Source: an optimization exercise on an open RTL-to-GDS flow (aim: small area). Production flows keep margins and buffers that such runs may drop. At most, simulation tests tie the RTL to the original design; equivalence was not proved. Function not checked in runs 5 and 6: the RTL went through the layout flow alone. The clock port is modelled as an ideal driver; clocking choices that lean on that would not hold on a real chip. Power and IR drop assume default switching activity.

===== standard.sh =====
#!/bin/bash
# synth_recipe.tcl (not shown) runs the flow's synth.tcl, then flattens the netlist and writes it again
# the make line also repeats each setting of config.mk as NAME=value (left out here)
make -C /OpenROAD-flow-scripts/flow DESIGN_CONFIG=/design/flow/config.mk WORK_HOME=/design/flow/orfs CLKGATE_MAP_FILE= SYNTH_SCRIPT=/design/flow/synth_recipe.tcl "${@:-finish}"

===== flow/a4.abc =====
strash
&get -n
&st
&synch2
&dch -f
&nf -R 1000
&put

===== design.v =====
`timescale 1ns / 1ps
module Top_module(
input clk,
input rst,
input sw,
input btnC,
input btnU,
input btnR,
output [6:0] seg,
output [3:0] an,
output [7:0] led );
reg [1:0] a;
reg [2:0] c;
reg [3:0] b;
wire a3    = a[1] & a[0];
wire c2    = ~c[2] & c[1] & ~c[0];
wire ph9   = ~a[1] & a[0] & c2;            
wire ph11  = a3 & c2;                      
wire stick = a3 & b[1] & b[0];             
always @(posedge clk)
if (rst) begin
  a <= 2'd0;
  c <= 3'd0;
  b <= 4'd2;
end else begin
  a <= a + 2'd1;
  if (a3) begin
    c <= c[2] ? 3'd0 : c + 3'd1;
    b <= b + 4'd1;
  end
end
localparam NONE = 2'd0, CLR = 2'd1, MIN = 2'd2, HR = 2'd3;
reg c1, u1, r1;
reg [1:0] act;
always @(posedge clk)
if (rst) begin
  c1 <= 1'b0; u1 <= 1'b0; r1 <= 1'b0;
  act <= NONE;
end else if (ph9) begin
  c1 <= btnC; u1 <= btnU; r1 <= btnR;
  if (btnC & ~c1)      act <= CLR;
  else if (btnR & ~r1) act <= MIN;
  else if (btnU & ~u1) act <= HR;
  else                 act <= NONE;
end
reg [6:0] pre;
reg [2:0] st; reg [3:0] so;
reg [2:0] mt; reg [3:0] mo;
reg [1:0] ht; reg [3:0] ho;
wire clr    = (act == CLR);
wire do_min = ph11 & (act == MIN);
wire do_hr  = ph11 & (act == HR);
wire run    = sw & ~clr & ~do_min & ~do_hr;
wire pre_top = pre[6] & pre[5] & pre[1] & pre[0];    
wire so9 = so[3] & so[0];
wire st5 = st[2] & st[0];
wire mo9 = mo[3] & mo[0];
wire mt5 = mt[2] & mt[0];
wire ho9 = ho[3] & ho[0];
wire h23 = ht[1] & ho[1] & ho[0];
wire s_inc = run & pre_top;
wire m_inc = do_min | (s_inc & so9 & st5);
wire h_inc = do_hr | (s_inc & so9 & st5 & mo9 & mt5);
always @(posedge clk)
if (rst) begin
  pre <= 7'd0;
  st <= 3'd0; so <= 4'd0; mt <= 3'd0; mo <= 4'd0; ht <= 2'd0; ho <= 4'd0;
end else if (clr) begin
  st <= 3'd0; so <= 4'd0; mt <= 3'd0; mo <= 4'd0; ht <= 2'd0; ho <= 4'd0;
end else begin
  if (run) pre <= pre_top ? 7'd0 : pre + 7'd1;
  if (s_inc) begin
    so <= so9 ? 4'd0 : so + 4'd1;
    if (so9) st <= st5 ? 3'd0 : st + 3'd1;
  end
  if (m_inc) begin
    mo <= mo9 ? 4'd0 : mo + 4'd1;
    if (mo9) mt <= mt5 ? 3'd0 : mt + 3'd1;
  end
  if (h_inc) begin
    if (h23) begin
      ht <= 2'd0; ho <= 4'd0;
    end else begin
      ho <= ho9 ? 4'd0 : ho + 4'd1;
      if (ho9) ht <= ht + 2'd1;
    end
  end
end
assign led = {1'b0, st, so};
reg [3:0] d;
wire [1:0] pos = b[3:2];
reg [3:0] dsel;
always @(*)
case (pos)
  2'd0: dsel = {2'b00, ht};
  2'd1: dsel = ho;
  2'd2: dsel = {1'b0, mt};
  default: dsel = mo;
endcase
always @(posedge clk)
if (rst) d <= 4'd15;
else if (stick) d <= dsel;
wire idle = d[3] & d[2];    
wire d3 = d[3], d2 = d[2], d1 = d[1], d0 = d[0];
assign seg[6] = ~(d3 | (~d2 & ~d0) | (d2 & d0) | d1);
assign seg[5] = ~(~d2 | (~d1 & ~d0) | (d1 & d0));
assign seg[4] = ~((~d3 & d0) | d2 | (~d1 & ~d0));
assign seg[3] = (~d3 & ~d2 & ~d1 & d0) | (~d3 & d2 & d1 & d0) | (d2 & ~d1 & ~d0);
assign seg[2] = (~d3 & d0) | (d2 & ~d1);
assign seg[1] = ~(d3 | (d2 & ~d1) | (d2 & ~d0) | (~d1 & ~d0));
assign seg[0] = ~(d3 | (~d2 & d1) | (d2 & ~d1) | (d2 & ~d0));
assign an = idle ? 4'b0000 :
            (pos == 2'd1) ? 4'b0111 :
            (pos == 2'd2) ? 4'b1011 :
            (pos == 2'd3) ? 4'b1101 : 4'b1110;
endmodule

===== flow/run.sh =====
#!/bin/bash
# Own layout flow: the standard synthesis, then its combinational logic re-mapped
# by ABC for area (registers, their names and cells untouched), then the standard
# ORFS layout with small port buffers and a small clock tree.
set -euo pipefail
WORK=$(pwd)
F=$WORK/flow
R=$WORK/orfs/results/$FLOW_PLATFORM/Top_module/base
YOSYS=${YOSYS_EXE:-$FLOW_HOME/../tools/install/yosys/bin/yosys}
LIB=$FLOW_HOME/platforms/$FLOW_PLATFORM/lib/sky130_fd_sc_hd__tt_025C_1v80.lib

bash standard.sh synth > $WORK/1_standard_synth.log 2>&1

cp $R/1_2_yosys.v $WORK/std_synth.v
DU=$(sed -n '/DONT_USE_CELLS += /,/^$/p' $FLOW_HOME/platforms/$FLOW_PLATFORM/config.mk | tr -d '\\' \
     | grep -o 'sky130_fd_sc_hd__[a-z0-9_]*' | sed 's/^/-dont_use /' | tr '\n' ' ')

best=""; best_area=""
for s in $F/a*.abc; do
  n=$(basename $s .abc)
  cat > $WORK/remap_$n.ys <<YS
read_liberty -ignore_miss_func $LIB
read_verilog $WORK/std_synth.v
hierarchy -top $FLOW_TOP
setattr -mod -set keep_hierarchy 1 sky130_fd_sc_hd__dfxtp_1 sky130_fd_sc_hd__dfxtp_2 sky130_fd_sc_hd__dfxtp_4 sky130_fd_sc_hd__conb_1
flatten
opt_clean
select $FLOW_TOP
abc -liberty $LIB $DU -script $s
opt_clean -purge
splitnets
opt_clean -purge
hilomap -singleton -hicell sky130_fd_sc_hd__conb_1 HI -locell sky130_fd_sc_hd__conb_1 LO
insbuf -buf sky130_fd_sc_hd__buf_4 A X
opt_clean -purge
select -clear
select $FLOW_TOP
write_verilog -noattr -nohex -nodec -selected $WORK/remap_$n.v
YS
  if $YOSYS -s $WORK/remap_$n.ys > $WORK/2_remap_$n.log 2>&1; then
    a=$(python3 $F/area.py $LIB $WORK/remap_$n.v)
    echo "$n $a" >> $WORK/remap_areas.txt
    if [[ -z "$best" ]] || python3 -c "import sys; sys.exit(0 if $a < $best_area else 1)"; then
      best=$n; best_area=$a
    fi
  fi
done
std_area=$(python3 $F/area.py $LIB $WORK/std_synth.v)
echo "standard $std_area; best $best $best_area" >> $WORK/remap_areas.txt
if [[ -n "$best" ]] && python3 -c "import sys; sys.exit(0 if $best_area < $std_area else 1)"; then
  cp $WORK/remap_$best.v $R/1_2_yosys.v
  rm -f $R/1_synth.odb $R/1_synth.sdc
fi

bash standard.sh \
  "BUFFER_PORTS_ARGS=-buffer_cell sky130_fd_sc_hd__buf_1" \
  "CTS_ARGS=${CTS_ARGS_OVERRIDE:--sink_clustering_enable -repair_clock_nets -dont_use_dummy_load}" \
  finish > $WORK/3_standard_layout.log 2>&1

===== flow/a5.abc =====
strash
dch -f
map -a
strash
dch -f
map -a

===== constraint.sdc =====
create_clock -name core_clock -period 10.0 [get_ports {clk}]
set_input_delay 2.0000 -clock core_clock [delete_from_list [all_inputs] [get_ports {clk}]]
set_output_delay 2.0000 -clock core_clock [all_outputs]
set_load 0.01 [all_outputs]

===== flow/a1.abc =====
strash
&get -n
&st
&dch -f
&nf -R 1000
&put

===== flow/area.py =====
# Sum the liberty cell areas of a flat netlist: area.py LIB NETLIST
import re, sys
lib = open(sys.argv[1]).read()
areas = {m.group(1): float(m.group(2)) for m in
         re.finditer(r'cell\s*\(\s*"?(\w+)"?\s*\)\s*\{[^{}]*?area\s*:\s*([\d.]+)', lib, re.S)}
net = open(sys.argv[2]).read()
print("%.3f" % sum(areas.get(c, 1e6) for c in re.findall(r'^\s*(sky130_fd_sc_hd__\w+)\s', net, re.M)))

===== flow/a2.abc =====
strash
&get -n
&st
&dch -f
&nf -R 1000
&put
strash
&get -n
&st
&dch -f
&nf -R 1000
&put

===== flow/a3.abc =====
strash
&get -n
&st
&syn2
&dch -f
&nf -a -R 1000
&put

===== config.mk =====
export PLATFORM = sky130hd
export DESIGN_NAME = Top_module
export DESIGN_NICKNAME = Top_module
export VERILOG_FILES = /design/flow/design.v
export SDC_FILE = /design/flow/constraint.sdc
export NUM_CORES = 4
export LEC_CHECK = 0
export CAP_MARGIN = 20
export CORE_MARGIN = 2
export CORE_UTILIZATION = 40
export SLEW_MARGIN = 20

==> results.yml, run 1 <==
floorplan:
  starting_utilization_of_the_core_area_pct: 41.8
  design.die.area_sq_mm: 0.00555
  core_area_sq_mm: 0.00475
  core.rowCount: 25
  floorplan.die.width_um: 74.5
  io_pins: 25
  floorplan.die.height_um: 74.5
timing:
  setup-tns-final_ns: 0
  achievable-frequency_ghz: 0.281
  worst_hold_slack_ns: 0.481
  final-setup-viol-count: 0
  timing.final.crit_share_pct: 35.6
  slew_headroom_pct: 40.6
  finalWorstPathRequiredPeriod_ns: 3.56
  hold_viol_final: 0
  rsz0062_at_grt: "false"
  layout_skew_ns: 0.0143
  timing_worst_slew_pin_value_ns: 0.891
  slew_violations: 0
pwr:
  p_per_area_mw_per_mm2: 136
  peakVddDrop_v: 0.0000714
  p_leak_uw: 0.000740
cts:
  tritoncts: "built"
  cts_hold_buf: 0
  clock_sinks: 45
  clock_tree.root_cell: "sky130_fd_sc_hd__clkbuf_8"
  cts_htree_levels: 2
  cts.reportedPaths.clkPinSlew_ns: 0.08
  clock_latency_ns: 0.30
  tritoncts_buffers: 5
  post-cts-setup-buffers: 0
  cts_repair_resize_count: 0
  ctsLongestPathBuffers: 2
critical_path:
  worst_setup_path_category: "in -> reg"
  worst_r2r_endpoint: "mo[2]"
  path_depth: 4
  count_of_buffering_cells_on_the_critical_path_with_inverters_included: 1
  crit_start: "rst"
  cp.required_ns: 10.20
  setup.worst_path.end: "ht[0]"
  setup.worst_path.end_class: "flop"
  critical-path-max-stage-delay_ns: 0.69
  data_arrival_time_of_the_critical_path_ns: 3.76
  worstRegToRegCells: 6
  crit_fanout: 22
  setup.worst_path.start_class: "input pin"
  timing.critical_path.slowest_stage_cell: "sky130_fd_sc_hd__nand2b_1"
  critical_path.reg2reg.startpoint: "a[0]"
  worstPathCellList: "buf_1, nand2b_1, nor2_1, a22o_1"
  rrSetupSlack_ns: 7.68
  family_with_the_most_delay_on_the_worst_path: "simple AND/OR/NAND/NOR gates"
detailed_routing:
  route.detailed.wl_per_inst_um: 11.7
  dr.first_iter.drc_count: 31
  finalWirelength_mm: 3.67
  remaining_drc_errors: 0
  via_per_inst: 5.15
  dr_total_vias: 1618
  top_layer_used: "met4"
  drt-pass1-iter-count: 4
  detailroute.wirelength.met2_mm: 1.58
  wl_met3_um: 142
  drtAntennaViolNets: 0
  drt-met1-wl_mm: 1.90
final_layout:
  finalCoreUtilization_pct: 45.6
  fraction_of_layout_cells_with_a_size_suffix_above_1_pct: 2.83
  final_net_count: 255
  area_delta_synth_final_pct: 9.00
  antenna_cells_inserted: 0
  layout.filler_cells: 513
grt:
  first_global_vias: 1354
  grt_overflow: 0
  maximum_number_of_pins_on_one_net_before_global_route_repair: 23
  antenna_found_initial: 0
  grt_util_all_layers_pct: 14.8
  grt_pass1_wl_mm: 6.24
placement:
  detailedPlacementHpwl_mm: 2.57
  placement.io_buffers: 23
  gp_routability_congestion: 0.745
synthesis:
  synth.avg_cell_area_sq_um: 8.76
  post_syn_area_sq_mm: 0.00199
  postSynthNetCount: 233
  synthesis_warnings: 1
  post_synth_inst_count: 227
flow_run:
  maxcap_violations: 0
min_path:
  hold_path_class: "reg -> reg"
status:
  run_status: "timing/DRC/antenna clean"
sequential cells by signal (all words and copies together) (netlist names):
name	flops
a	2
act	2
b	4
c	3
c1	1
d	4
ho	4
ht	2
mo	4
mt	3
pre	7
r1	1
so	4
st	3
u1	1
cell usage in the layout, fill, tap and decap left out, types with 7 or more instances in the layout:
| cell type | instances |
|---|---|
| sky130_fd_sc_hd__nor2_1 | 34 |
| sky130_fd_sc_hd__buf_1 | 23 |
| sky130_fd_sc_hd__nor3_1 | 15 |
| sky130_fd_sc_hd__nand2_1 | 7 |
| sky130_fd_sc_hd__a21oi_1 | 21 |
| sky130_fd_sc_hd__a211oi_1 | 8 |
| sky130_fd_sc_hd__dfxtp_1 | 45 |
| sky130_fd_sc_hd__o21ai_0 | 7 |
| sky130_fd_sc_hd__clkinv_1 | 7 |
| sky130_fd_sc_hd__and2_0 | 9 |
where the power goes:
group / internal (uW) / total, uW / leakage [uW] / switching [uW]
Combinational: 3.91 / 10.9 / 0.000340 / 6.95
Clock: 45.1 / 101 / 0.0000359 / 56.1
Sequential: 181 / 183 / 0.000364 / 2.10
Total: 230 / 295 / 0.000740 / 65.2
final cells by class:
| class | count | area, sq um | share of cell area [%] |
|---|---|---|---|
| inverters | 7 | 26.3 | 1.21 |
| multi-input cells | 167 | 1000 | 46.2 |
| flip-flops and latches | 45 | 901 | 41.6 |
| repair buffers | 23 | 86.3 | 3.98 |
| clock buffers | 5 | 68.8 | 3.18 |
| well taps | 67 | 83.8 | 3.87 |
worst min path at each step:
stage	start	end	slack, ns	depth (start not counted)
global placement	pre[6]	pre[6]	0.46	2
global route	b[0]	b[0]	0.52	2
CTS	c[1]	c[1]	0.48	1
detailed placement	pre[6]	pre[6]	0.47	2
finish	pre[6]	pre[6]	0.48	2
floorplan	pre[6]	pre[6]	0.44	2
tightest hold or removal path, cell delays in order (launching register included):
cell                      delay (ns)
sky130_fd_sc_hd__dfxtp_1        0.33
sky130_fd_sc_hd__a41oi_1        0.05
sky130_fd_sc_hd__nor2_1         0.07
routing by layer:
layer	track usage [%]	vias to the layer above
li1	-	863
met1	19.2	727
met2	22.0	24
met3	5.15	4
met4	7.14	0
met5	0	-
stage by stage:
step / std cells / total power [uW] / instance area [sq um] / worst slack (ns)
after floorplan: 227 / 194 / 1990 / 6.73
after CTS: 314 / 300 / 2170 / 6.41
final: 314 / 295 / 2170 / 6.44
after detailed placement: 309 / 199 / 2100 / 6.08
after global placement: 309 / 198 / 2100 / 6.13
after global routing: 314 / 306 / 2170 / 6.26
==> inputs of run 2 (changes only) <==
--- a/flow/run.sh
+++ b/flow/run.sh
@@ -24,7 +24,8 @@
 hierarchy -top $FLOW_TOP
 setattr -mod -set keep_hierarchy 1 sky130_fd_sc_hd__dfxtp_1 sky130_fd_sc_hd__dfxtp_2 sky130_fd_sc_hd__dfxtp_4 sky130_fd_sc_hd__conb_1
-flatten
-opt_clean
+flatten -noscopeinfo
 select $FLOW_TOP
+rename -hide w:*.*
+opt_clean -purge
 abc -liberty $LIB $DU -script $s
 opt_clean -purge
@@ -32,5 +33,5 @@
 opt_clean -purge
 hilomap -singleton -hicell sky130_fd_sc_hd__conb_1 HI -locell sky130_fd_sc_hd__conb_1 LO
-insbuf -buf sky130_fd_sc_hd__buf_4 A X
+insbuf -buf sky130_fd_sc_hd__buf_1 A X
 opt_clean -purge
 select -clear
@@ -55,4 +56,4 @@
 bash standard.sh \
   "BUFFER_PORTS_ARGS=-buffer_cell sky130_fd_sc_hd__buf_1" \
-  "CTS_ARGS=${CTS_ARGS_OVERRIDE:--sink_clustering_enable -repair_clock_nets -dont_use_dummy_load}" \
+  "CTS_ARGS=$(cat $F/cts_args.txt)" \
   finish > $WORK/3_standard_layout.log 2>&1
==> flow/a4.abc (replaced) <==
strash
&get -n
&fraig -x
&st
&dc2
&syn2
&dch -f
&nf -R 1000
&put
strash
&get -n
&st
&dch -f
&nf -R 1000
&put
==> flow/a5.abc (replaced) <==
strash
&get -n
&st
&syn3
&dch -f
&nf -R 1000
&put
strash
&get -n
&st
&dch -f
&nf -R 1000
&put
==> flow/area.py (replaced) <==
# Sum the liberty cell areas of a flat netlist: area.py LIB NETLIST
import re, sys
lib = open(sys.argv[1]).read()
areas = {m.group(1): float(m.group(2)) for m in
         re.finditer(r'cell\s*\(\s*"?(sky130_fd_sc_hd__\w+)"?\s*\)\s*\{(?:.*?)area\s*:\s*([\d.]+)', lib, re.S)}
net = open(sys.argv[2]).read()
print("%.3f" % sum(areas.get(c, 1e6) for c in re.findall(r'^\s*(sky130_fd_sc_hd__\w+)\s', net, re.M)))
==> flow/cts_args.txt (new file) <==
-sink_clustering_enable -repair_clock_nets -dont_use_dummy_load -sink_clustering_size 50 -sink_clustering_max_diameter 500 -buf_list sky130_fd_sc_hd__clkbuf_8
==> run 2 against run 1 <==
Net effect: total power shrank 0.88%; synthesized area shrank 6.3%; sequential cell count unchanged; register-to-register slack got worse by 0.87 ns; sequential power about the same; worst hold slack worse by 0.00084 ns; critical path depth increased by 8; via count is 4.3% lower; critical path type unchanged; critical endpoint is now ht[1]; largest power group unchanged.
==> results.yml, run 2 <==
cts:
  clock_tree.root_cell: "sky130_fd_sc_hd__clkbuf_8"
  post-cts-setup-buffers: 0
  tritoncts: "built"
  cts_htree_levels: 2
  ctsLongestPathBuffers: 2
  tritoncts_buffers: 5
  cts.reportedPaths.clkPinSlew_ns: 0.08
  clock_sinks: 45
  cts_repair_resize_count: 0
  cts_hold_buf: 0
  clock_latency_ns: 0.29
final_layout:
  area_delta_synth_final_pct: 12.0
  fraction_of_layout_cells_with_a_size_suffix_above_1_pct: 2.45
  largest_reg_flops: 7
  layout.cells.most_common_list: "sky130_fd_sc_hd__dfxtp_1, sky130_fd_sc_hd__nor2_1, sky130_fd_sc_hd__a21oi_1, sky130_fd_sc_hd__buf_1, sky130_fd_sc_hd__nor3_1"
  final_net_count: 253
  antenna_cells_inserted: 0
  largest-register: "pre"
  mostFrequentLayoutCell: "sky130_fd_sc_hd__dfxtp_1"
grt:
  grt_pass1_wl_mm: 6.14
  grt_overflow: 0
  maximum_number_of_pins_on_one_net_before_global_route_repair: 24
  antenna_found_initial: 0
  first_global_vias: 1369
  grt_util_all_layers_pct: 14.9
detailed_routing:
  dr_total_vias: 1548
  via_per_inst: 5.21
  route.detailed.wl_per_inst_um: 12.0
  remaining_drc_errors: 0
  drtAntennaViolNets: 0
  finalWirelength_mm: 3.55
  dr.first_iter.drc_count: 56
  drt-pass1-iter-count: 4
status:
  run_status: "timing/DRC/antenna clean"
floorplan:
  design.die.area_sq_mm: 0.00522
  core.rowCount: 24
  core_area_sq_mm: 0.00441
  starting_utilization_of_the_core_area_pct: 42.2
  io_pins: 25
  floorplan.die.width_um: 72.2
  floorplan.die.height_um: 72.2
critical_path:
  critical_path.reg2reg.startpoint: "a[0]"
  crit_start: "sw"
  worst_setup_path_category: "in -> reg"
  worst_r2r_endpoint: "mt[1]"
  setup.worst_path.end_class: "flop"
  cp.required_ns: 10.17
  data_arrival_time_of_the_critical_path_ns: 4.25
  rrSetupSlack_ns: 6.81
  crit_fanout: 8
  worstRegToRegCells: 13
  setup.worst_path.end: "ht[1]"
  setup.worst_path.start_class: "input pin"
synthesis:
  post_synth_inst_count: 217
  post_syn_area_sq_mm: 0.00186
  postSynthNetCount: 223
  synthesis_warnings: 1
  synth.avg_cell_area_sq_um: 8.59
placement:
  placement.io_buffers: 23
  detailedPlacementHpwl_mm: 2.52
  gp_routability_congestion: 0.719
pwr:
  final_total_pwr_uw: 293
  peakVddDrop_v: 0.0000856
  p_per_area_mw_per_mm2: 140
  p_leak_uw: 0.000748
timing:
  achievable-frequency_ghz: 0.245
  final-setup-viol-count: 0
  finalWorstPathRequiredPeriod_ns: 4.08
  hold_viol_final: 0
  layout_skew_ns: 0.0167
  timing_worst_slew_pin_value_ns: 0.518
  slew_headroom_pct: 65.3
  timing.final.crit_share_pct: 40.8
  slew_violations: 0
  setup-tns-final_ns: 0
  rsz0062_at_grt: "false"
flow_run:
  maxcap_violations: 0
min_path:
  hold_path_class: "reg -> reg"
-- run 2: cell type report --
class	count	area, sq um
Clock buffer	5	68.8
Inverter	3	11.3
Sequential cell	45	901
Multi-Input combinational cell	168	947
Fill cell	440	2330
Timing Repair Buffer	24	93.8
Tap cell	52	65.1
-- run 2: report_power, final --
group	internal, uW	total [uW]	switching, uW	leakage (uW)
registers	181	183	1.83	0.000364
clock network	45.1	98.8	53.7	0.0000359
logic	4.04	11.0	7.00	0.000348
total	230	293	62.5	0.000748
-- run 2: worst max-delay path, cell delays in order --
cell and delay (ns):
sky130_fd_sc_hd__buf_1 0.07, sky130_fd_sc_hd__and3_1 0.19, sky130_fd_sc_hd__and3_1 0.19, sky130_fd_sc_hd__and2_0 0.31, sky130_fd_sc_hd__and3_1 0.28, sky130_fd_sc_hd__nand2_1 0.10
sky130_fd_sc_hd__o22ai_1 0.21, sky130_fd_sc_hd__and2_0 0.27, sky130_fd_sc_hd__o21ai_0 0.11, sky130_fd_sc_hd__nand2_1 0.13, sky130_fd_sc_hd__o21ai_0 0.10, sky130_fd_sc_hd__a32o_1 0.27
-- run 2: how the worst min path moves through the flow --
stage	from	endpoint	depth (start not counted)
floorplan	pre[6]	pre[6]	2
global placement	a[0]	a[0]	1
detailed placement	a[0]	a[0]	1
CTS	pre[6]	pre[6]	2
global route	a[0]	a[0]	1
finish	mt[1]	mt[1]	1
-- run 2: metal layers --
metal	wire, um	vias up	share of wire [%]	global-route usage [%]
li1	-	838	-	-
met1	1880	687	53	21.4
met2	1520	21	43	21.0
met3	127	2	3.6	5.14
met4	26	0	0.73	4.40
met5	0	-	0	0
-- run 2: stage by stage --
step,utilization [%],worst slack [ns],instance area (sq um),std cells,hold slack [ns]
5_1_grt,47.3,5.54,2090,297,0.506
3_5_place_dp,45.7,5.63,2020,292,0.459
3_3_place_gp,45.7,5.71,2020,292,0.449
2_1_floorplan,-,5.95,1860,217,0.432
6_report,47.3,5.92,2090,297,0.480
4_1_cts,47.3,5.92,2090,297,0.478
==> inputs of run 3 (changes only) <==
==> flow/cts_args.txt (replaced) <==
-sink_clustering_enable -repair_clock_nets -dont_use_dummy_load -sink_clustering_size 50 -sink_clustering_max_diameter 1000 -buf_list sky130_fd_sc_hd__clkbuf_16
==> run 3 against run 2 <==
Net effect: register-to-register slack is essentially flat; total power increased by 16%; first-iteration DRC count up 32%; highest routed layer unchanged; routed wire length rose by 2.2%; critical path depth unchanged; clock power increased by 49%; synthesized cell count is the same; cell count stayed put; worst setup slack worse by 0.037 ns; final area is 2.7% higher; combinational power hardly changed; via count up 1.3%; critical path type unchanged.
==> results.yml, run 3 <==
status:
  run_status: "timing/DRC/antenna clean"
placement:
  placement.io_buffers: 23
  detailedPlacementHpwl_mm: 2.52
  gp_routability_congestion: 0.719
timing:
  finalWorstPathRequiredPeriod_ns: 4.12
  layout_skew_ns: 0.0119
  timing_worst_slew_pin_value_ns: 0.510
  slew_headroom_pct: 65.9
  hold_viol_final: 0
  rsz0062_at_grt: "false"
  achievable-frequency_ghz: 0.243
  timing.final.crit_share_pct: 41.2
  final-setup-viol-count: 0
  setup-tns-final_ns: 0
  slew_violations: 0
grt:
  grt_pass1_wl_mm: 6.21
  maximum_number_of_pins_on_one_net_before_global_route_repair: 24
  antenna_found_initial: 0
  grt_overflow: 0
  grt_util_all_layers_pct: 15.0
  first_global_vias: 1382
pwr:
  share_comb_of_total_power_pct: 3.3
  power.switching_fraction_pct: 19.7
  net_switching_power_of_the_design_uw: 67.3
  sequentialPowerShare_pct: 53.8
  p_per_area_mw_per_mm2: 159
  p_leak_uw: 0.000773
  clock_power_share_pct: 43.0
  peakVddDrop_v: 0.000103
  internal-power_uw: 274
critical_path:
  setup.worst_path.end: "ht[1]"
  crit_start: "sw"
  worst_setup_path_category: "in -> reg"
  setup.worst_path.start_class: "input pin"
  setup.worst_path.end_class: "flop"
  crit_fanout: 8
  worst_r2r_endpoint: "mt[1]"
  rrSetupSlack_ns: 6.80
  worstRegToRegCells: 13
  critical_path.reg2reg.startpoint: "a[0]"
  data_arrival_time_of_the_critical_path_ns: 4.28
  cp.required_ns: 10.16
final_layout:
  mostFrequentLayoutCell: "sky130_fd_sc_hd__dfxtp_1"
  sequential_cell_area_sq_um: 901
  final_net_count: 253
  antenna_cells_inserted: 0
  largest-register: "pre"
  multi_input_comb_area_sq_um: 947
  largest_reg_flops: 7
  fraction_of_layout_cells_with_a_size_suffix_above_1_pct: 2.45
  layout.cells.most_common_list: "sky130_fd_sc_hd__dfxtp_1, sky130_fd_sc_hd__nor2_1, sky130_fd_sc_hd__a21oi_1, sky130_fd_sc_hd__buf_1, sky130_fd_sc_hd__nor3_1"
  layout.filler_cells: 433
  finalCoreUtilization_pct: 48.6
  area_delta_synth_final_pct: 15.0
detailed_routing:
  remaining_drc_errors: 0
  via_per_inst: 5.28
  drt-pass1-iter-count: 4
  dr.first_iter.drc_count: 74
  finalWirelength_mm: 3.63
  drtAntennaViolNets: 0
  dr_total_vias: 1568
  route.detailed.wl_per_inst_um: 12.2
floorplan:
  floorplan.die.width_um: 72.2
  io_pins: 25
  core.rowCount: 24
  core_area_sq_mm: 0.00441
  floorplan.die.height_um: 72.2
  design.die.area_sq_mm: 0.00522
  starting_utilization_of_the_core_area_pct: 42.2
synthesis:
  post_syn_area_sq_mm: 0.00186
  synthesis_warnings: 1
  postSynthNetCount: 223
  post_synth_inst_count: 217
  synth.avg_cell_area_sq_um: 8.59
cts:
  tritoncts_buffers: 5
  post-cts-setup-buffers: 0
  cts_hold_buf: 0
  cts_repair_resize_count: 0
  cts.reportedPaths.clkPinSlew_ns: 0.06
  clock_tree.root_cell: "sky130_fd_sc_hd__clkbuf_16"
  clock_sinks: 45
  cts_htree_levels: 2
  tritoncts: "built"
  ctsLongestPathBuffers: 2
  clock_latency_ns: 0.28
min_path:
  hold_path_class: "reg -> reg"
flow_run:
  maxcap_violations: 0
==> run 3: cell type report <==
type / instances / share of cell area [%]
Sequential cell: 45 / 42.0
Inverter: 3 / 0.525
Tap cell: 52 / 3.04
Timing Repair Buffer: 24 / 4.38
Clock buffer: 5 / 5.84
Multi-Input combinational cell: 168 / 44.2
==> run 3: power groups by stage <==
stage	Clock [uW]	Combinational (uW)	Sequential, uW
4_1_cts	151	11.2	183
2_1_floorplan	0	7.17	187
6_report	147	11.1	183
5_1_grt	160	12.7	184
3_5_place_dp	0	11.2	187
3_3_place_gp	0	11.0	187
==> run 3: worst min path at each step <==
stage / slack (ns) / endpoint / start / cells past startpoint
2_1_floorplan: 0.43 / pre[6] / pre[6] / 2
3_3_place_gp: 0.45 / a[0] / a[0] / 1
3_5_place_dp: 0.46 / a[0] / a[0] / 1
4_1_cts: 0.47 / pre[6] / pre[6] / 2
5_1_grt: 0.50 / a[0] / a[0] / 1
6_report: 0.47 / a[0] / a[0] / 1
==> run 3: layer usage <==
| layer | share of wire (%) | global-route usage (%) | up-vias | routed length [um] |
|---|---|---|---|---|
| li1 | - | - | 842 | - |
| met1 | 52 | 21.3 | 704 | 1900 |
| met2 | 43 | 21.6 | 20 | 1570 |
| met3 | 4.0 | 5.14 | 2 | 144 |
| met4 | 0.72 | 4.40 | 0 | 26 |
| met5 | 0 | 0 | - | 0 |
==> run 3: per-stage QoR <==
step | std cells | hold WS [ns] | cell area (sq um) | worst slack, ns | power, uW
finish | 297 | 0.473 | 2140 | 5.88 | 341
global route | 297 | 0.499 | 2140 | 5.52 | 356
CTS | 297 | 0.473 | 2140 | 5.89 | 346
detailed placement | 292 | 0.459 | 2020 | 5.63 | 198
global placement | 292 | 0.449 | 2020 | 5.71 | 198
floorplan | 217 | 0.432 | 1860 | 5.95 | 194
==> run 3: critical path, stage by stage <==
cell	delay, ns
sky130_fd_sc_hd__buf_1	0.07
sky130_fd_sc_hd__and3_1	0.19
sky130_fd_sc_hd__and3_1	0.19
sky130_fd_sc_hd__and2_0	0.31
sky130_fd_sc_hd__and3_1	0.28
sky130_fd_sc_hd__nand2_1	0.10
sky130_fd_sc_hd__o22ai_1	0.22
sky130_fd_sc_hd__and2_0	0.27
sky130_fd_sc_hd__o21ai_0	0.12
sky130_fd_sc_hd__nand2_1	0.15
sky130_fd_sc_hd__o21ai_0	0.11
sky130_fd_sc_hd__a32o_1	0.27
==> inputs of run 4 (changes only) <==
==> flow/cts_args.txt (replaced) <==
-repair_clock_nets -dont_use_dummy_load -buf_list sky130_fd_sc_hd__clkbuf_16 -root_buf sky130_fd_sc_hd__clkbuf_16
==> run 4 against run 3 <==
Net effect: non-clock buffer count unchanged; die area is the same; worst hold slack did not move; critical endpoint unchanged; final area unchanged; first-iteration DRC count unchanged; clock power about the same; critical path depth unchanged.
==> results.yml, run 4 <==
status:
  run_status: "timing/DRC/antenna clean"
pwr:
  p_leak_uw: 0.000773
  peakVddDrop_v: 0.000103
  p_per_area_mw_per_mm2: 159
  final_total_pwr_uw: 341
critical_path:
  count_of_buffering_cells_on_the_critical_path_with_inverters_included: 1
  cp.required_ns: 10.16
  timing.critical_path.slowest_stage_cell: "sky130_fd_sc_hd__and2_0"
  setup.worst_path.start_class: "input pin"
  worstPathCellList: "buf_1, and3_1, and3_1, and2_0, and3_1, nand2_1, o22ai_1, and2_0, o21ai_0, nand2_1, o21ai_0, a32o_1"
  worst_setup_path_category: "in -> reg"
  data_arrival_time_of_the_critical_path_ns: 4.28
  crit_fanout: 8
  crit_path_frequent_cell: "sky130_fd_sc_hd__and3_1"
  setup.worst_path.end_class: "flop"
  rrSetupSlack_ns: 6.80
  critical-path-max-stage-delay_ns: 0.31
  family_with_the_most_delay_on_the_worst_path: "simple AND/OR/NAND/NOR gates"
timing:
  achievable-frequency_ghz: 0.243
  timing.final.crit_share_pct: 41.2
  rsz0062_at_grt: "false"
  layout_skew_ns: 0.0119
  final-setup-viol-count: 0
  timing_worst_slew_pin_value_ns: 0.510
  slew_headroom_pct: 65.9
  hold_viol_final: 0
  setup-tns-final_ns: 0
  slew_violations: 0
  finalWorstPathRequiredPeriod_ns: 4.12
grt:
  first_global_vias: 1382
  grt_util_all_layers_pct: 15.0
  antenna_found_initial: 0
  grt_pass1_wl_mm: 6.21
  maximum_number_of_pins_on_one_net_before_global_route_repair: 24
  grt_overflow: 0
final_layout:
  largest-register: "pre"
  largest_reg_flops: 7
  area_delta_synth_final_pct: 15.0
  antenna_cells_inserted: 0
  layout.cells.most_common_list: "sky130_fd_sc_hd__dfxtp_1, sky130_fd_sc_hd__nor2_1, sky130_fd_sc_hd__a21oi_1, sky130_fd_sc_hd__buf_1, sky130_fd_sc_hd__nor3_1"
  finalCoreUtilization_pct: 48.6
  final_net_count: 253
  fraction_of_layout_cells_with_a_size_suffix_above_1_pct: 2.45
  mostFrequentLayoutCell: "sky130_fd_sc_hd__dfxtp_1"
  fin_cells: 297
detailed_routing:
  drtAntennaViolNets: 0
  finalWirelength_mm: 3.63
  route.detailed.wl_per_inst_um: 12.2
  remaining_drc_errors: 0
  dr_total_vias: 1568
  drt-pass1-iter-count: 4
  via_per_inst: 5.28
  dr.first_iter.drc_count: 74
placement:
  gp_routability_congestion: 0.719
  placement.io_buffers: 23
  detailedPlacementHpwl_mm: 2.52
  place_inst: 292
cts:
  tritoncts: "built"
  post-cts-setup-buffers: 0
  cts_htree_levels: 2
  cts_hold_buf: 0
  ctsLongestPathBuffers: 2
  clock_sinks: 45
  cts.reportedPaths.clkPinSlew_ns: 0.06
  clock_tree.root_cell: "sky130_fd_sc_hd__clkbuf_16"
  clock_latency_ns: 0.28
  tritoncts_buffers: 5
  cts_repair_resize_count: 0
floorplan:
  core.rowCount: 24
  floorplan.die.height_um: 72.2
  io_pins: 25
  design.die.area_sq_mm: 0.00522
  core_area_sq_mm: 0.00441
  floorplan.die.width_um: 72.2
  starting_utilization_of_the_core_area_pct: 42.2
synthesis:
  postSynthNetCount: 223
  post_syn_area_sq_mm: 0.00186
  synth.avg_cell_area_sq_um: 8.59
  post_synth_inst_count: 217
  synthesis_warnings: 1
min_path:
  hold_path_class: "reg -> reg"
flow_run:
  maxcap_violations: 0
==> run 4: path summary, 6_finish.rpt <==
path         from    end  depth (start not counted)
max            sw  ht[1]                         12
min          a[0]   a[0]                          1
max reg2reg  a[0]  mt[1]                         13
min reg2reg  a[0]   a[0]                          1
==> run 4: through the flow <==
stage | setup slack (ns) | cell area, sq um | hold slack [ns]
floorplan | 5.95 | 1860 | 0.432
global placement | 5.71 | 2020 | 0.449
detailed placement | 5.63 | 2020 | 0.459
CTS | 5.89 | 2140 | 0.473
global route | 5.52 | 2140 | 0.499
finish | 5.88 | 2140 | 0.473
==> run 4: power breakdown <==
| group | total [uW] | leakage (uW) | switching [uW] | internal [uW] |
|---|---|---|---|---|
| Combinational | 11.1 | 0.000348 | 7.05 | 4.04 |
| Clock | 147 | 0.0000616 | 58.4 | 88.1 |
| Sequential | 183 | 0.000364 | 1.84 | 181 |
| Total | 341 | 0.000773 | 67.3 | 274 |
==> run 4: final cells by class <==
class	instances	area, sq um
clock buffers	5	125
flip-flops and latches	45	901
repair buffers	24	93.8
well taps	52	65.1
inverters	3	11.3
multi-input cells	168	947
fillers	433	2270
==> run 4: routing by layer <==
metal | track usage (%) | vias up | share of wire, %
met4 | 4.40 | 0 | 0.72
met1 | 21.3 | 704 | 52
met2 | 21.6 | 20 | 43
met3 | 5.14 | 2 | 4.0
li1 | - | 842 | -
met5 | 0 | - | 0
==> inputs of run 5 (changes only) <==
==> design.v (replaced) <==
`timescale 1ns / 1ps
module Top_module(
input clk,
input rst,
input sw,
input btnC,
input btnU,
input btnR,
output [6:0] seg,
output [3:0] an,
output [7:0] led );
localparam C0 = 3'b000, C1 = 3'b001, C3 = 3'b010, C4 = 3'b011;
localparam C2 = 3'b100, C2M = 3'b101, C2H = 3'b110, C2C = 3'b111;
reg [1:0] a;
reg [2:0] c;
reg [3:0] b;
wire a3    = a[1] & ~a[0];                
wire ph9   = ~a[1] & a[0] & c[2];          
wire stick = a3 & b[1] & b[0];             
reg c1, u1, r1;
wire [1:0] pick = (btnC & ~c1) ? 2'b11 :
                  (btnR & ~r1) ? 2'b01 :
                  (btnU & ~u1) ? 2'b10 : 2'b00;
always @(posedge clk)
if (rst) begin
  a <= 2'd0;
  c <= C0;
  b <= 4'd2;
end else begin
  a <= {a[0], ~a[1]};
  if (ph9)
    c <= {1'b1, pick};
  else if (a3) begin
    case (c)
      C0: c <= C1;
      C1: c <= C2;
      C3: c <= C4;
      C4: c <= C0;
      default: c <= C3;
    endcase
  end
  if (a3) b <= b + 4'd1;
end
always @(posedge clk)
if (rst) begin
  c1 <= 1'b0; u1 <= 1'b0; r1 <= 1'b0;
end else if (ph9) begin
  c1 <= btnC; u1 <= btnU; r1 <= btnR;
end
reg [6:0] pre;
reg [2:0] st; reg [3:0] so;
reg [2:0] mt; reg [3:0] mo;
reg hx; reg [3:0] ho;
wire clr_now = (c == C2C);
wire clr_on  = ~hx & ho[3] & ho[2];
wire do_min = a3 & (c == C2M);
wire do_hr  = a3 & (c == C2H);
wire run    = sw & ~clr_now & ~clr_on & ~do_min & ~do_hr;
wire pre_top = pre[6] & pre[5] & pre[1] & pre[0];    
wire so9 = so[3] & so[0];
wire st5 = st[2] & st[0];
wire mo9 = mo[3] & mo[0];
wire mt5 = mt[2] & mt[0];
wire ho9 = ho[3] & ~ho[2] & ho[0];
wire h23 = hx & ho[3] & ho[2] & ho[1] & ho[0];
wire s_inc = run & pre_top;
wire m_inc = do_min | (s_inc & so9 & st5);
wire h_inc = do_hr | (s_inc & so9 & st5 & mo9 & mt5);
always @(posedge clk)
if (rst) begin
  pre <= 7'd0;
  st <= 3'd0; so <= 4'd0; mt <= 3'd0; mo <= 4'd0; hx <= 1'b0; ho <= 4'd0;
end else if (clr_now) begin
  st <= 3'd0; so <= 4'd0; mt <= 3'd0; mo <= 4'd0; hx <= 1'b0; ho <= 4'd12;
end else if (clr_on) begin
  if (ph9) ho <= 4'd0;
end else begin
  if (run) pre <= pre_top ? 7'd0 : pre + 7'd1;
  if (s_inc) begin
    so <= so9 ? 4'd0 : so + 4'd1;
    if (so9) st <= st5 ? 3'd0 : st + 3'd1;
  end
  if (m_inc) begin
    mo <= mo9 ? 4'd0 : mo + 4'd1;
    if (mo9) mt <= mt5 ? 3'd0 : mt + 3'd1;
  end
  if (h_inc) begin
    if (ho9) begin
      hx <= 1'b1; ho <= {hx, hx, 2'b00};
    end else begin
      if (h23) hx <= 1'b0;
      ho <= ho + 4'd1;
    end
  end
end
assign led = {1'b0, st, so};
reg [3:0] d;
wire [1:0] pos = b[3:2];
reg [3:0] dsel;
always @(*)
case (pos)
  2'd0: dsel = {2'b00, hx & ho[3] & ho[2], hx & ~(ho[3] & ho[2])};
  2'd1: dsel = {ho[3] & ~ho[2], ho[2] & ~ho[3], ho[1], ho[0]};
  2'd2: dsel = {1'b0, mt};
  default: dsel = mo;
endcase
always @(posedge clk)
if (rst) d <= 4'd15;
else if (stick) d <= dsel;
wire d3 = d[3], d2 = d[2], d1 = d[1], d0 = d[0];
assign seg[6] = ~(d3 | (~d2 & ~d0) | (d2 & d0) | d1);
assign seg[5] = ~(~d2 | (~d1 & ~d0) | (d1 & d0));
assign seg[4] = ~((~d3 & d0) | d2 | (~d1 & ~d0));
assign seg[3] = (~d3 & ~d2 & ~d1 & d0) | (~d3 & d2 & d1 & d0) | (d2 & ~d1 & ~d0);
assign seg[2] = (~d3 & d0) | (d2 & ~d1);
assign seg[1] = ~(d3 | (d2 & ~d1) | (d2 & ~d0) | (~d1 & ~d0));
assign seg[0] = ~(d3 | (~d2 & d1) | (d2 & ~d1) | (d2 & ~d0));
wire idle = d3 & d2;    
assign an = idle ? 4'b0000 :
            (pos == 2'd1) ? 4'b0111 :
            (pos == 2'd2) ? 4'b1011 :
            (pos == 2'd3) ? 4'b1101 : 4'b1110;
endmodule
--- a/flow/run.sh
+++ b/flow/run.sh
@@ -17,5 +17,5 @@
 
 best=""; best_area=""
-for s in $F/a*.abc; do
+for s in $F/*.abc; do
   n=$(basename $s .abc)
   cat > $WORK/remap_$n.ys <<YS
@@ -54,5 +54,7 @@
 fi
 
-bash standard.sh \
+HOOKS=()
+if [[ -f $F/post_cts.tcl ]]; then HOOKS+=("POST_CTS_TCL=$F/post_cts.tcl"); fi
+bash standard.sh "${HOOKS[@]}" \
   "BUFFER_PORTS_ARGS=-buffer_cell sky130_fd_sc_hd__buf_1" \
   "CTS_ARGS=$(cat $F/cts_args.txt)" \
==> flow/cts_args.txt (replaced) <==
-sink_clustering_enable -repair_clock_nets -dont_use_dummy_load -buf_list sky130_fd_sc_hd__clkbuf_4
==> flow/x17.abc (new file) <==
strash
&get -n
&st
&dch -f
&nf -p -R 1000
&put
strash
&get -n
&st
&dch -f
&nf -p -R 1000
&put
==> flow/x89.abc (new file) <==
strash
&get -n
&st
&dc2
&dch -f
&nf -p -R 1000
&put
strash
&get -n
&st
&dc2
&dch -f
&nf -p -R 1000
&put
==> flow/x9.abc (new file) <==
strash
&get -n
&st
&dch
&nf -p -R 1000
&put
strash
&get -n
&st
&dch
&nf -p -R 1000
&put
strash
&get -n
&st
&dch
&nf -p -R 1000
&put
--- a/config.mk
+++ b/config.mk
@@ -8,4 +8,5 @@
 export CAP_MARGIN = 20
 export CORE_MARGIN = 2
-export CORE_UTILIZATION = 40
+export CORE_UTILIZATION = 70
+export PLACE_DENSITY = 0.85
 export SLEW_MARGIN = 20
removed: flow/a1.abc
removed: flow/a3.abc
removed: flow/a5.abc
==> run 5 against run 4 <==
Net effect: worst setup slack better by 0.46 ns; final area down 6.1%; clock-buffer cell count unchanged; sequential share of layout area down 0.24 points; worst hold slack worse by 0.026 ns; non-clock buffer count down 1; clock skew up 0.013 ns; clock power down 52%; still clean on timing, DRC and antenna; routed wire length down 0.39%; sequential cell count down 3.
==> results.yml, run 5 <==
floorplan:
  starting_utilization_of_the_core_area_pct: 74.2
  floorplan.die.width_um: 55.5
  core.rowCount: 18
  core_area_sq_mm: 0.00250
  io_pins: 25
  design.die.area_sq_mm: 0.00308
  floorplan.die.height_um: 55.5
synthesis:
  synth.avg_cell_area_sq_um: 8.06
  synthesis_warnings: 1
  post_synth_inst_count: 230
  post_syn_area_sq_mm: 0.00185
  postSynthNetCount: 236
grt:
  grt_pass1_wl_mm: 6.37
  antenna_found_initial: 0
  maximum_number_of_pins_on_one_net_before_global_route_repair: 23
  grt_overflow: 0
  grt_util_all_layers_pct: 25.5
  first_global_vias: 1440
placement:
  detailedPlacementHpwl_mm: 2.61
  dpl_worst_slack_ns: 6.03
  place_inst: 282
  gp_routability_congestion: 0.846
  placement.io_buffers: 23
final_layout:
  layout.filler_cells: 181
  multi_input_comb_area_sq_um: 987
  largest_reg_flops: 7
  fin_cells: 287
  antenna_cells_inserted: 0
  layout.cells.most_common_list: "sky130_fd_sc_hd__dfxtp_1, sky130_fd_sc_hd__a21oi_1, sky130_fd_sc_hd__nor2_1, sky130_fd_sc_hd__buf_1, sky130_fd_sc_hd__o21ai_0"
  sequential_cell_area_sq_um: 841
  fraction_of_layout_cells_with_a_size_suffix_above_1_pct: 1.95
  finalCoreUtilization_pct: 80.5
  largest-register: "pre"
  final_net_count: 265
  area_delta_synth_final_pct: 8.50
  mostFrequentLayoutCell: "sky130_fd_sc_hd__dfxtp_1"
detailed_routing:
  dr_total_vias: 1734
  remaining_drc_errors: 0
  finalWirelength_mm: 3.62
  drt-pass1-iter-count: 4
  route.detailed.wl_per_inst_um: 12.6
  via_per_inst: 6.04
  drtAntennaViolNets: 0
  dr.first_iter.drc_count: 83
timing:
  layout_skew_ns: 0.0245
  setup-tns-final_ns: 0
  slew_headroom_pct: 39.8
  timing.final.crit_share_pct: 36.6
  finalWorstPathRequiredPeriod_ns: 3.66
  hold_viol_final: 0
  final-setup-viol-count: 0
  timing_worst_slew_pin_value_ns: 0.902
  post-route-worst-setup-slack_ns: 6.34
  achievable-frequency_ghz: 0.273
  slew_violations: 0
  rsz0062_at_grt: "false"
cts:
  clock_sinks: 42
  cts.reportedPaths.clkPinSlew_ns: 0.12
  clock_latency_ns: 0.36
  tritoncts: "built"
pwr:
  p_per_area_mw_per_mm2: 127
  peakVddDrop_v: 0.000138
  p_leak_uw: 0.000705
critical_path:
  setup.worst_path.end_class: "flop"
  data_arrival_time_of_the_critical_path_ns: 3.94
  critical-path-max-stage-delay_ns: 0.30
  timing.critical_path.slowest_stage_cell: "sky130_fd_sc_hd__o21ai_0"
  cp.required_ns: 10.28
  setup.worst_path.start_class: "input pin"
  worstPathCellList: "buf_1, nand3_1, nor2_1, and3_1, nand3_1, o21ai_0, and2_0, and3_1, a21oi_1, a211oi_1"
  worst_setup_path_category: "in -> reg"
  family_with_the_most_delay_on_the_worst_path: "simple AND/OR/NAND/NOR gates"
  crit_fanout: 5
  count_of_buffering_cells_on_the_critical_path_with_inverters_included: 1
min_path:
  hold_path_class: "reg -> reg"
status:
  run_status: "timing/DRC/antenna clean"
flow_run:
  maxcap_violations: 0
run 5: cell types whose count changed in the layout (fill, tap and decap cells not counted), sizes merged, moves of 4 or more:
cell,delta
and2,-5
nand2,+7
a211oi,+5
o21ai,+4
nor3,-4
nand3,+9
a21oi,+9
run 5: path summary, 6_finish.rpt:
kind | start | end | cells past startpoint | slack [ns]
worst min-delay path | a[1] | a[0] | 1 | 0.45
worst min register to register | a[1] | a[0] | 1 | 0.45
worst max register to register | a[1] | mt[1] | 11 | 7.28
worst max-delay path | sw | mt[1] | 10 | 6.34
run 5: layout make-up:
cell class	instances	area share, %
clock buffers	5	1.87
inverters	6	1.12
multi-input cells	181	49.1
flip-flops and latches	42	41.8
well taps	30	1.87
repair buffers	23	4.29
run 5: where the power goes:
part / leakage, uW / switching [uW] / internal [uW]
clock: 0.0000230 / 47.5 / 23.5
combinational: 0.000342 / 7.23 / 4.22
sequential: 0.000340 / 2.80 / 170
run 5: per-layer routing:
layer	track usage, %	wire [um]	share of wire (%)
met5	0	0	0
met4	11.5	71	2.0
met3	7.49	222	6.1
met1	34.7	1740	48
met2	37.4	1590	44
run 5: through the flow:
stage	instance area, sq um	hold WS, ns	power (uW)
floorplan	1850	0.397	183
global placement	1970	0.411	187
detailed placement	1970	0.429	188
global route	2010	0.475	265
finish	2010	0.447	255
==> inputs of run 6 (changes only) <==
==> flow/cts_args.txt (replaced) <==
-sink_clustering_enable -repair_clock_nets -dont_use_dummy_load -buf_list sky130_fd_sc_hd__clkbuf_8 -root_buf sky130_fd_sc_hd__clkbuf_4
==> run 6 against run 5 <==
Net effect: non-clock buffer count unchanged; final area unchanged; synthesized cell count unchanged; core utilization unchanged; clock skew unchanged; first-iteration DRC count unchanged; routed wire length unchanged; synthesized area unchanged; sequential cell count unchanged; critical path depth unchanged; maximum frequency unchanged; critical path type unchanged; critical endpoint unchanged.
==> results.yml, run 6 <==
placement:
  dpl_worst_slack_ns: 6.03
  detailedPlacementHpwl_mm: 2.61
  gp_routability_congestion: 0.846
  placement.io_buffers: 23
critical_path:
  timing.critical_path.slowest_stage_cell: "sky130_fd_sc_hd__o21ai_0"
  worstPathCellList: "buf_1, nand3_1, nor2_1, and3_1, nand3_1, o21ai_0, and2_0, and3_1, a21oi_1, a211oi_1"
  critical-path-max-stage-delay_ns: 0.30
  family_with_the_most_delay_on_the_worst_path: "simple AND/OR/NAND/NOR gates"
  setup.worst_path.end_class: "flop"
  count_of_buffering_cells_on_the_critical_path_with_inverters_included: 1
  data_arrival_time_of_the_critical_path_ns: 3.94
  worst_setup_path_category: "in -> reg"
  crit_fanout: 5
  cp.required_ns: 10.28
  setup.worst_path.start_class: "input pin"
final_layout:
  mostFrequentLayoutCell: "sky130_fd_sc_hd__dfxtp_1"
  layout.filler_cells: 181
  antenna_cells_inserted: 0
  area_delta_synth_final_pct: 8.50
  final_net_count: 265
  fraction_of_layout_cells_with_a_size_suffix_above_1_pct: 1.95
  largest-register: "pre"
  layout.cells.most_common_list: "sky130_fd_sc_hd__dfxtp_1, sky130_fd_sc_hd__a21oi_1, sky130_fd_sc_hd__nor2_1, sky130_fd_sc_hd__buf_1, sky130_fd_sc_hd__o21ai_0"
  largest_reg_flops: 7
pwr:
  net_switching_power_of_the_design_uw: 57.5
  peakVddDrop_v: 0.000138
  sequentialPowerShare_pct: 67.6
  clock_power_share_pct: 27.9
  power.switching_fraction_pct: 22.6
  final_total_pwr_uw: 255
  share_comb_of_total_power_pct: 4.5
  internal-power_uw: 197
  p_leak_uw: 0.000705
  p_per_area_mw_per_mm2: 127
detailed_routing:
  drt-pass1-iter-count: 4
  route.detailed.wl_per_inst_um: 12.6
  drtAntennaViolNets: 0
  finalWirelength_mm: 3.62
  remaining_drc_errors: 0
  dr_total_vias: 1734
  via_per_inst: 6.04
  dr.first_iter.drc_count: 83
floorplan:
  design.die.area_sq_mm: 0.00308
  core_area_sq_mm: 0.00250
  core.rowCount: 18
  floorplan.die.width_um: 55.5
  starting_utilization_of_the_core_area_pct: 74.2
  io_pins: 25
  floorplan.die.height_um: 55.5
cts:
  clock_latency_ns: 0.36
  tritoncts: "built"
  clock_sinks: 42
  cts.reportedPaths.clkPinSlew_ns: 0.12
timing:
  slew_violations: 0
  timing_worst_slew_pin_value_ns: 0.902
  post-route-worst-setup-slack_ns: 6.34
  rsz0062_at_grt: "false"
  layout_skew_ns: 0.0245
  slew_headroom_pct: 39.8
  worst_hold_slack_ns: 0.447
  hold_viol_final: 0
  finalWorstPathRequiredPeriod_ns: 3.66
  final-setup-viol-count: 0
  timing.final.crit_share_pct: 36.6
  achievable-frequency_ghz: 0.273
  setup-tns-final_ns: 0
grt:
  first_global_vias: 1440
  grt_util_all_layers_pct: 25.5
  maximum_number_of_pins_on_one_net_before_global_route_repair: 23
  antenna_found_initial: 0
  grt_overflow: 0
  grt_pass1_wl_mm: 6.37
min_path:
  hold_path_class: "reg -> reg"
synthesis:
  post_synth_inst_count: 230
  synth.avg_cell_area_sq_um: 8.06
  postSynthNetCount: 236
  post_syn_area_sq_mm: 0.00185
  synthesis_warnings: 1
status:
  run_status: "timing/DRC/antenna clean"
flow_run:
  maxcap_violations: 0
==> run 6: cell counts in the layout (fill, tap and decap cells not counted) <==
Identical to the previous run, type by type.
==> run 6: power groups by stage <==
stage | logic [uW] | registers, uW | clock network [uW]
final | 11.5 | 172 | 71.0
after floorplan | 7.72 | 176 | 0
after global routing | 13.0 | 173 | 78.5
after global placement | 11.1 | 176 | 0
after detailed placement | 11.4 | 176 | 0
==> run 6: layer usage <==
metal  part of all wire (%)  up-vias  track usage, %
li1                       -      899               -
met1                     48      770            34.7
met5                      0        -               0
met2                     44       53            37.4
met3                    6.1       12            7.49
met4                    2.0        0            11.5
==> run 6: cell type report <==
type | instances | area, sq um | area share (%)
multi-input combinational | 181 | 987 | 49.1
timing repair buffer | 23 | 86.3 | 4.29
sequential | 42 | 841 | 41.8
tap | 30 | 37.5 | 1.87
clock buffer | 5 | 37.5 | 1.87
inverter | 6 | 22.5 | 1.12
==> run 6: worst paths after layout <==
kind              from    end  slack [ns]  cells past startpoint
hold / removal    a[1]   a[0]        0.45                      1
hold reg to reg   a[1]   a[0]        0.45                      1
setup / recovery    sw  mt[1]        6.34                     10
setup reg to reg  a[1]  mt[1]        7.28                     11
==> run 6: per-stage QoR <==
step           util, %  area, sq um  cells
2_1_floorplan        -         1850    230
3_3_place_gp      79.0         1970    282
3_5_place_dp      79.0         1970    282
5_1_grt           80.5         2010    287
6_report          80.5         2010    287
==> inputs of run 7 (changes only) <==
==> design.v (replaced) <==
`timescale 1ns / 1ps
module Top_module(
input clk,
input rst,
input sw,
input btnC,
input btnU,
input btnR,
output [6:0] seg,
output [3:0] an,
output [7:0] led );
reg [1:0] a;
reg [2:0] c;
reg [3:0] b;
wire a3    = a[1] & a[0];
wire c2    = ~c[2] & c[1] & ~c[0];
wire ph9   = ~a[1] & a[0] & c2;            
wire ph11  = a3 & c2;                      
wire stick = a3 & b[1] & b[0];             
always @(posedge clk)
if (rst) begin
  a <= 2'd0;
  c <= 3'd0;
  b <= 4'd2;
end else begin
  a <= a + 2'd1;
  if (a3) begin
    c <= c[2] ? 3'd0 : c + 3'd1;
    b <= b + 4'd1;
  end
end
localparam NONE = 2'd0, CLR = 2'd1, MIN = 2'd2, HR = 2'd3;
reg c1, u1, r1;
reg [1:0] act;
always @(posedge clk)
if (rst) begin
  c1 <= 1'b0; u1 <= 1'b0; r1 <= 1'b0;
  act <= NONE;
end else if (ph9) begin
  c1 <= btnC; u1 <= btnU; r1 <= btnR;
  if (btnC & ~c1)      act <= CLR;
  else if (btnR & ~r1) act <= MIN;
  else if (btnU & ~u1) act <= HR;
  else                 act <= NONE;
end
reg [6:0] pre;
reg [2:0] st; reg [3:0] so;
reg [2:0] mt; reg [3:0] mo;
reg [1:0] ht; reg [3:0] ho;
wire clr    = (act == CLR);
wire do_min = ph11 & (act == MIN);
wire do_hr  = ph11 & (act == HR);
wire run    = sw & ~clr & ~do_min & ~do_hr;
wire pre_top = pre[6] & pre[5] & pre[1] & pre[0];    
wire so9 = so[3] & so[0];
wire st5 = st[2] & st[0];
wire mo9 = mo[3] & mo[0];
wire mt5 = mt[2] & mt[0];
wire ho9 = ho[3] & ho[0];
wire h23 = ht[1] & ho[1] & ho[0];
wire s_inc = run & pre_top;
wire m_inc = do_min | (s_inc & so9 & st5);
wire h_inc = do_hr | (s_inc & so9 & st5 & mo9 & mt5);
always @(posedge clk)
if (rst) begin
  pre <= 7'd0;
  st <= 3'd0; so <= 4'd0; mt <= 3'd0; mo <= 4'd0; ht <= 2'd0; ho <= 4'd0;
end else if (clr) begin
  st <= 3'd0; so <= 4'd0; mt <= 3'd0; mo <= 4'd0; ht <= 2'd0; ho <= 4'd0;
end else begin
  if (run) pre <= pre_top ? 7'd0 : pre + 7'd1;
  if (s_inc) begin
    so <= so9 ? 4'd0 : so + 4'd1;
    if (so9) st <= st5 ? 3'd0 : st + 3'd1;
  end
  if (m_inc) begin
    mo <= mo9 ? 4'd0 : mo + 4'd1;
    if (mo9) mt <= mt5 ? 3'd0 : mt + 3'd1;
  end
  if (h_inc) begin
    if (h23) begin
      ht <= 2'd0; ho <= 4'd0;
    end else begin
      ho <= ho9 ? 4'd0 : ho + 4'd1;
      if (ho9) ht <= ht + 2'd1;
    end
  end
end
assign led = {1'b0, st, so};
reg [3:0] d;
wire [1:0] pos = b[3:2];
reg [3:0] dsel;
always @(*)
case (pos)
  2'd0: dsel = {2'b00, ht};
  2'd1: dsel = ho;
  2'd2: dsel = {1'b0, mt};
  default: dsel = mo;
endcase
always @(posedge clk)
if (rst) d <= 4'd15;
else if (stick) d <= dsel;
wire idle = d[3] & d[2];    
wire d3 = d[3], d2 = d[2], d1 = d[1], d0 = d[0];
assign seg[6] = ~(d3 | (~d2 & ~d0) | (d2 & d0) | d1);
assign seg[5] = ~(~d2 | (~d1 & ~d0) | (d1 & d0));
assign seg[4] = ~((~d3 & d0) | d2 | (~d1 & ~d0));
assign seg[3] = (~d3 & ~d2 & ~d1 & d0) | (~d3 & d2 & d1 & d0) | (d2 & ~d1 & ~d0);
assign seg[2] = (~d3 & d0) | (d2 & ~d1);
assign seg[1] = ~(d3 | (d2 & ~d1) | (d2 & ~d0) | (~d1 & ~d0));
assign seg[0] = ~(d3 | (~d2 & d1) | (d2 & ~d1) | (d2 & ~d0));
assign an = idle ? 4'b0000 :
            (pos == 2'd1) ? 4'b0111 :
            (pos == 2'd2) ? 4'b1011 :
            (pos == 2'd3) ? 4'b1101 : 4'b1110;
endmodule
==> run.sh (new file) <==
#!/bin/bash
# synth_recipe.tcl (not shown) runs the flow's synth.tcl, then flattens the netlist and writes it again
# the make line also repeats each setting of config.mk as NAME=value (left out here)
make -C /OpenROAD-flow-scripts/flow DESIGN_CONFIG=/design/flow/config.mk WORK_HOME=/design/flow/orfs CLKGATE_MAP_FILE= SYNTH_SCRIPT=/design/flow/synth_recipe.tcl finish
--- a/config.mk
+++ b/config.mk
@@ -8,5 +8,4 @@
 export CAP_MARGIN = 20
 export CORE_MARGIN = 2
-export CORE_UTILIZATION = 70
-export PLACE_DENSITY = 0.85
+export CORE_UTILIZATION = 40
 export SLEW_MARGIN = 20
removed: flow/run.sh
removed: flow/a2.abc
removed: flow/a4.abc
removed: flow/area.py
removed: flow/cts_args.txt
removed: flow/x17.abc
removed: flow/x89.abc
removed: flow/x9.abc
removed: standard.sh
==> run 7 against run 6 <==
Net effect: still clean on timing, DRC and antenna; largest cell class unchanged; critical path depth is 7 lower; critical path type is now reg -> out; synthesized cell count grew 15%; via count up 5.7%.
==> results.yml, run 7 <==
final_layout:
  antenna_cells_inserted: 0
  largest-register: "pre"
  finalInstanceArea_sq_mm: 0.00274
  multi_input_comb_area_sq_mm: 0.00138
  layout.cells.most_common_list: "sky130_fd_sc_hd__dfxtp_1, sky130_fd_sc_hd__nor2_1, sky130_fd_sc_hd__clkdlybuf4s50_1, sky130_fd_sc_hd__nand2_1, sky130_fd_sc_hd__a21oi_1"
  layout.filler_cells: 579
  final_net_count: 294
  fraction_of_layout_cells_with_a_size_suffix_above_1_pct: 9.32
  largest_reg_flops: 7
  mostFrequentLayoutCell: "sky130_fd_sc_hd__dfxtp_1"
  area_delta_synth_final_pct: 15.7
  fin_cells: 354
  sequential_cell_area_sq_um: 901
critical_path:
  data_arrival_time_of_the_critical_path_ns: 1.75
  setup.worst_path.end_class: "output pin"
  cp.required_ns: 8.00
  timing.critical_path.slowest_stage_cell: "sky130_fd_sc_hd__clkdlybuf4s50_1"
  worst_setup_path_category: "reg -> out"
  setup.worst_path.start_class: "flop"
  worstPathCellList: "or2_2, a21oi_1, clkdlybuf4s50_1"
  crit_fanout: 12
  crit_start: "d[2]"
  critical_path.reg2reg.startpoint: "a[0]"
  family_with_the_most_delay_on_the_worst_path: "buffers and inverters"
  critical-path-max-stage-delay_ns: 0.56
  count_of_buffering_cells_on_the_critical_path_with_inverters_included: 1
timing:
  layout_skew_ns: 0.00767
  timing.final.crit_share_pct: 37.5
  post-route-worst-setup-slack_ns: 6.25
  rsz0062_at_grt: "false"
  final-setup-viol-count: 0
  slew_violations: 0
  timing_worst_slew_pin_value_ns: 0.577
  slew_headroom_pct: 61.4
  hold_viol_final: 0
  setup-tns-final_ns: 0
  achievable-frequency_ghz: 0.267
  worst_hold_slack_ns: 0.462
  finalWorstPathRequiredPeriod_ns: 3.75
synthesis:
  synth_most_common_cell: "sky130_fd_sc_hd__dfxtp_1"
  synth_top_area_share_pct: 38.0
  most_used_standard_cells_in_the_synthesized_netlist: "sky130_fd_sc_hd__dfxtp_1, sky130_fd_sc_hd__nor2_1, sky130_fd_sc_hd__nand2_1, sky130_fd_sc_hd__a21oi_1, sky130_fd_sc_hd__clkbuf_1"
  synth.top_cells.by_area: "sky130_fd_sc_hd__dfxtp_1, sky130_fd_sc_hd__ha_1, sky130_fd_sc_hd__a21oi_1"
  postSynthNetCount: 281
  postSynthRegisterBits: 45
  post_synth_inst_count: 265
  synth.avg_cell_area_sq_um: 8.95
  post-synth-top-area-cell: "sky130_fd_sc_hd__dfxtp_1"
  post_syn_area_sq_mm: 0.00237
  synth_async_sr_flop_share_pct: 0
  synth-edff-count: 0
  yosys.cell_types.count: 53
  yosys_most_used_dff: "sky130_fd_sc_hd__dfxtp_1"
  synthesis_warnings: 1
  synth.yosys.seq_area_share_pct: 38.0
detailed_routing:
  drtAntennaViolNets: 0
  remaining_drc_errors: 0
  dr.first_iter.drc_count: 97
  drt-pass1-iter-count: 4
  finalWirelength_mm: 4.38
  via_per_inst: 5.18
  dr_total_vias: 1833
  route.detailed.wl_per_inst_um: 12.4
grt:
  met3_usage_pct: 3.33
  grt_pass1_wl_mm: 7.74
  globalRouteMet1Util_pct: 20.5
  antenna_found_initial: 0
  grt.met2_usage_pct: 23.0
  maximum_number_of_pins_on_one_net_before_global_route_repair: 29
  grt_overflow: 0
  first_global_vias: 1719
  grt_most_used_layer: "met2"
  grt_util_all_layers_pct: 14.7
floorplan:
  io_pins: 25
  starting_utilization_of_the_core_area_pct: 40.8
  floorplan.die.width_um: 81.0
  core.rowCount: 28
  design.die.area_sq_mm: 0.00656
  core_area_sq_mm: 0.00582
  floorplan.die.height_um: 81.0
placement:
  dpl_worst_slack_ns: 6.13
  place_inst: 346
  gp_routability_congestion: 0.736
  dpl_cell_area_sq_mm: 0.00263
  detailedPlacementHpwl_mm: 3.06
  placement.io_buffers: 23
cts:
  tritoncts_buffers: 5
  cts_hold_buf: 0
  clock_latency_ns: 0.30
  clock_tree.root_cell: "sky130_fd_sc_hd__clkbuf_8"
  post-cts-setup-buffers: 0
  cts_repair_resize_count: 0
  ctsLongestPathBuffers: 2
  cts.reportedPaths.clkPinSlew_ns: 0.09
  tritoncts: "built"
  cts_htree_levels: 2
  clock_sinks: 45
min_path:
  hold_path_class: "reg -> reg"
  holdCritStartpoint: "a[0]"
pwr:
  p_per_area_mw_per_mm2: 124
  p_leak_uw: 0.00102
  peakVddDrop_v: 0.0000783
flow_run:
  maxcap_violations: 0
status:
  run_status: "timing/DRC/antenna clean"
==> run 7: per-stage QoR <==
step                      util (%)  total power, uW
after detailed placement      45.2              206
after global routing          47.2              356
after floorplan                  -              200
after CTS                     47.2              346
final                         47.2              341
after global placement        45.2              206
==> run 7: cell type report <==
class	count	share of cell area [%]
Clock buffer	5	2.51
Clock inverter	3	1.69
Inverter	4	0.547
Multi-Input combinational cell	198	50.3
Sequential cell	45	32.8
Tap cell	75	3.42
Timing Repair Buffer	24	8.66
==> run 7: path summary, 6_finish.rpt <==
check            to  slack [ns]  cells past startpoint
max reg2reg   st[2]        7.93                      6
min reg2reg    a[0]        0.46                      1
min            a[0]        0.46                      1
max          seg[0]        6.25                      3
==> run 7: logic make-up after synthesis <==
family | Yosys count | share of synthesized area, %
AOI/OAI and AO/OA | 48 | 14.2
xor gates and xnor gates | 15 | 5.54
adders and majority gates | 10 | 5.27
buffers and inverters | 22 | 3.80
DFF | 45 | 38.0
muxes | 13 | 7.12
other | 1 | 0.158
and+or+nand+nor | 111 | 25.9
==> run 7: worst register-to-register path: stages (launching register included) <==
cell and delay, ns:
sky130_fd_sc_hd__dfxtp_1 0.34, sky130_fd_sc_hd__ha_1 0.32, sky130_fd_sc_hd__nor2b_4 0.21, sky130_fd_sc_hd__a311oi_4 0.49, sky130_fd_sc_hd__nor3b_4 0.37, sky130_fd_sc_hd__o211a_1 0.20
sky130_fd_sc_hd__nor3_1 0.04
==> run 7: per-layer routing <==
layer | wire (um) | vias to the layer above
li1 | - | 967
met1 | 2330 | 847
met2 | 1930 | 15
met3 | 93 | 4
met4 | 33 | 0
met5 | 0 | -
==> run 7: power by group <==
part | switching [uW] | internal [uW]
clock network | 64.4 | 74.8
logic | 8.98 | 8.03
registers | 2.94 | 182
total | 76.3 | 264

afterwards: timing with drivers on the ports:
The flow's constraints put no driver on any port. The routed layouts listed below were extracted and timed again, unchanged, in two steps. Step 1 assumes that a clkbuf_16 drives the clock port and a buf_2 every other input. Step 2 times the ports against the registers' clock, not the clock port: input delays grow and output delays shrink by t, the midpoint of the rising clock arrivals with the driver on. a / b / c = ideal ports / drivers / drivers and shift; a / b = the first two.
run | t (ns) | setup slack, ns | hold slack, ns | worst setup path after step 2
run 1 | 0.320 | 6.441 / 6.446 / 6.126 | 0.481 / 0.481 / 0.481 | input to register
run 2 | 0.308 | 5.916 / 5.920 / 5.612 | 0.480 / 0.480 / 0.480 | input to register
run 3 | 0.304 | 5.879 / 5.887 / 5.583 | 0.473 / 0.473 / 0.473 | input to register
run 4 | 0.304 | 5.879 / 5.887 / 5.583 | 0.473 / 0.473 / 0.473 | input to register
run 5 | 0.365 | 6.343 / 6.339 / 5.973 | 0.447 / 0.447 / 0.447 | input to register
run 6 | 0.365 | 6.343 / 6.339 / 5.973 | 0.447 / 0.447 / 0.447 | input to register
run 7 | 0.319 | 6.248 / 6.224 / 6.128 | 0.462 / 0.462 / 0.462 | input to register
After both steps every run listed still meets setup and hold.
